What follows belongs to an exercise in optimizing a design on an open flow for small area and a short achievable clock period; a production flow would make more cautious choices. Only simulation tests tie the RTL to the original design; equivalence was not proved. No activity file was given, so power comes from the tool's default toggle rates.

==> flow/design.v (excerpt) <==
module folding_2(Xn,Yn,a,b,clk,switch,rst);
input [15:0] Xn,a,b;
input clk,switch,rst;
output reg [15:0] Yn;
reg ph;                   
reg phn;                  
reg rq;                   
reg [7:0] bone, btwo, bneg;    
reg [15:0] yo;            
reg [15:0] h2, h3;        
reg [15:0] h4;            
reg [15:0] as_, ac;       
wire sh = phn | rq;       
genvar gk, gi;
wire [255:0] bpn;         
wire [15:0] cn = rst ? 16'd0 : (switch ? b : a);    
wire [16:0] ce = {cn, 1'b0};
wire [7:0] eone, etwo, eneg;
generate for (gk = 0; gk < 8; gk = gk + 1) begin : g_bo
  assign eone[gk] = ce[2*gk+1] ^ ce[2*gk];
  assign etwo[gk] = (ce[2*gk+2] & ~ce[2*gk+1] & ~ce[2*gk]) | (~ce[2*gk+2] & ce[2*gk+1] & ce[2*gk]);
  assign eneg[gk] = ce[2*gk+2];
  bpp0 q0 (yo[0], bone[gk], bneg[gk], bpn[gk*16]);
  for (gi = 1; gi < 16 - 2*gk; gi = gi + 1) begin : g_bpi
  ...
Size in the first run: about 67 I/O pins.
export LEC_CHECK = 0
export ABC_CLOCK_PERIOD_IN_PS = 3000
export CAP_MARGIN = 20
export CORE_MARGIN = 2
export CORE_UTILIZATION = 40
export SLEW_MARGIN = 20
export SYNTH_HIERARCHICAL = 1
export SYNTH_MINIMUM_KEEP_SIZE = 0
create_clock -name core_clock -period 8.0 [get_ports {clk}]
standard.sh (not shown) runs the stock make flow with config.mk's settings and CLKGATE_MAP_FILE= SYNTH_SCRIPT=/design/flow/synth_recipe.tcl, a recipe that flattens the netlist after the stock synthesis.
==> flow/flow/run.sh <==
#!/bin/bash
# Own flow: the standard ORFS flow (standard.sh), with these changes:
#  - ports are buffered with sky130_fd_sc_hd__buf_1 (the resizer upsizes them where timing needs it)
#  - timing repair aims at 5.1 ns of setup slack
#  - CTS uses clkbuf_4/clkbuf_8 and inserts no dummy loads
# Each step's output goes to its own log in the work folder (ORFS also keeps its logs in orfs/logs).
set -euo pipefail
export BUFFER_PORTS_ARGS="-buffer_cell sky130_fd_sc_hd__buf_1"
export SETUP_SLACK_MARGIN=5.1
export CTS_ARGS="-sink_clustering_enable -repair_clock_nets -dont_use_dummy_load -buf_list {sky130_fd_sc_hd__clkbuf_4 sky130_fd_sc_hd__clkbuf_8}"
net="$PWD/orfs/results/sky130hd/folding_2/base/1_2_yosys.v"
bash standard.sh "$net" > synth.log 2>&1
n=$(grep -c 'sky130_fd_sc_hd__a22oi_2 ' "$net" || true)
sed -i 's/sky130_fd_sc_hd__a22oi_2 /sky130_fd_sc_hd__a22oi_1 /' "$net"
echo "swapped $n a22oi_2 for a22oi_1" > swap.log
bash standard.sh > standard.log 2>&1
Then changed:
--- a/flow/flow/run.sh
+++ b/flow/flow/run.sh
@@ -3,3 +3,3 @@
 #  - ports are buffered with sky130_fd_sc_hd__buf_1 (the resizer upsizes them where timing needs it)
-#  - timing repair aims at 5.1 ns of setup slack
+#  - timing repair aims at 5.4 ns of setup slack
 #  - CTS uses clkbuf_4/clkbuf_8 and inserts no dummy loads
@@ -8,3 +8,3 @@
 export BUFFER_PORTS_ARGS="-buffer_cell sky130_fd_sc_hd__buf_1"
-export SETUP_SLACK_MARGIN=5.1
+export SETUP_SLACK_MARGIN=5.4
 export CTS_ARGS="-sink_clustering_enable -repair_clock_nets -dont_use_dummy_load -buf_list {sky130_fd_sc_hd__clkbuf_4 sky130_fd_sc_hd__clkbuf_8}"
Clock skew is about the same; fmax climbs by about 4.7%; critical path depth does not change; design area came out higher by 8.7%; final cell count is higher by about 6%; combinational power goes up by about 18%; synthesized cell count stays the same; global-route usage came out higher by 1.3 points; clock power went up by about 2%.
Then changed:
--- a/flow/flow/run.sh
+++ b/flow/flow/run.sh
@@ -3,3 +3,3 @@
 #  - ports are buffered with sky130_fd_sc_hd__buf_1 (the resizer upsizes them where timing needs it)
-#  - timing repair aims at 5.4 ns of setup slack
+#  - timing repair aims at 5.25 ns of setup slack
 #  - CTS uses clkbuf_4/clkbuf_8 and inserts no dummy loads
@@ -8,3 +8,3 @@
 export BUFFER_PORTS_ARGS="-buffer_cell sky130_fd_sc_hd__buf_1"
-export SETUP_SLACK_MARGIN=5.4
+export SETUP_SLACK_MARGIN=5.25
 export CTS_ARGS="-sink_clustering_enable -repair_clock_nets -dont_use_dummy_load -buf_list {sky130_fd_sc_hd__clkbuf_4 sky130_fd_sc_hd__clkbuf_8}"
- final cell count decreases by 1.4%
- global-route usage falls by 0.52 points
- setup slack gets worse by 0.015 ns
- via count came out lower by about 2.6%
- count of clock-buffer cells in the layout is unchanged
- power drops by 4.0%
- synthesized area stays the same
- design area came out lower by about 2.7%
- sequential share of layout area climbs by 0.99 points
- hold slack barely changes
Then changed:
--- a/flow/flow/run.sh
+++ b/flow/flow/run.sh
@@ -3,3 +3,3 @@
 #  - ports are buffered with sky130_fd_sc_hd__buf_1 (the resizer upsizes them where timing needs it)
-#  - timing repair aims at 5.25 ns of setup slack
+#  - timing repair aims at 5.3 ns of setup slack
 #  - CTS uses clkbuf_4/clkbuf_8 and inserts no dummy loads
@@ -8,3 +8,3 @@
 export BUFFER_PORTS_ARGS="-buffer_cell sky130_fd_sc_hd__buf_1"
-export SETUP_SLACK_MARGIN=5.25
+export SETUP_SLACK_MARGIN=5.3
 export CTS_ARGS="-sink_clustering_enable -repair_clock_nets -dont_use_dummy_load -buf_list {sky130_fd_sc_hd__clkbuf_4 sky130_fd_sc_hd__clkbuf_8}"
Synthesized cell count stays the same.
Clock power rises by about 1%.
Via count increases by 1.1%.
Final cell count barely changes.
Then changed:
--- a/flow/flow/run.sh
+++ b/flow/flow/run.sh
@@ -3,3 +3,3 @@
 #  - ports are buffered with sky130_fd_sc_hd__buf_1 (the resizer upsizes them where timing needs it)
-#  - timing repair aims at 5.3 ns of setup slack
+#  - timing repair aims at 5.2 ns of setup slack
 #  - CTS uses clkbuf_4/clkbuf_8 and inserts no dummy loads
@@ -8,3 +8,3 @@
 export BUFFER_PORTS_ARGS="-buffer_cell sky130_fd_sc_hd__buf_1"
-export SETUP_SLACK_MARGIN=5.3
+export SETUP_SLACK_MARGIN=5.2
 export CTS_ARGS="-sink_clustering_enable -repair_clock_nets -dont_use_dummy_load -buf_list {sky130_fd_sc_hd__clkbuf_4 sky130_fd_sc_hd__clkbuf_8}"
Settings changed: CAP_MARGIN 20 to 5, SLEW_MARGIN 20 to 5.
Outcome:
- synthesized area stays the same
- wire length drops by 5.2%
- utilization drops by 1.4 points

port drivers added, routing unchanged:
In the flow no input, the clock included, has a driving cell. The finished layouts below were timed again as built, in two steps.
Step 1 (the two cells are an assumption about what drives the block):
set clk [get_ports {clk}]
set_driving_cell -lib_cell sky130_fd_sc_hd__clkbuf_16 $clk
set_driving_cell -lib_cell sky130_fd_sc_hd__buf_2 [delete_from_list [all_inputs] $clk]
Step 2 times the ports against the registers' clock, not the clock port: input delays grow and output delays shrink by t, the midpoint of the rising clock arrivals with the driver on.
a / b / c = ideal ports / drivers / drivers and shift; a / b = the first two.
run | shift t [ns] | setup slack, ns | pins driven straight from the clock port
the first run | 0.471 | 5.149 / 5.149 / 4.876 | 1
the second run | 0.472 | 5.276 / 5.276 / 5.039 | 1
the third run | 0.469 | 5.261 / 5.261 / 4.944 | 1
the fourth run | 0.485 | 5.284 / 5.284 / 4.946 | 1
the fifth run | 0.474 | 5.262 / 5.262 / 4.854 | 1
After both steps every run listed still meets setup and hold. The setup slack of the fifth run, which loses most, moves by 0.000 ns with the drivers and by -0.408 ns with both steps.
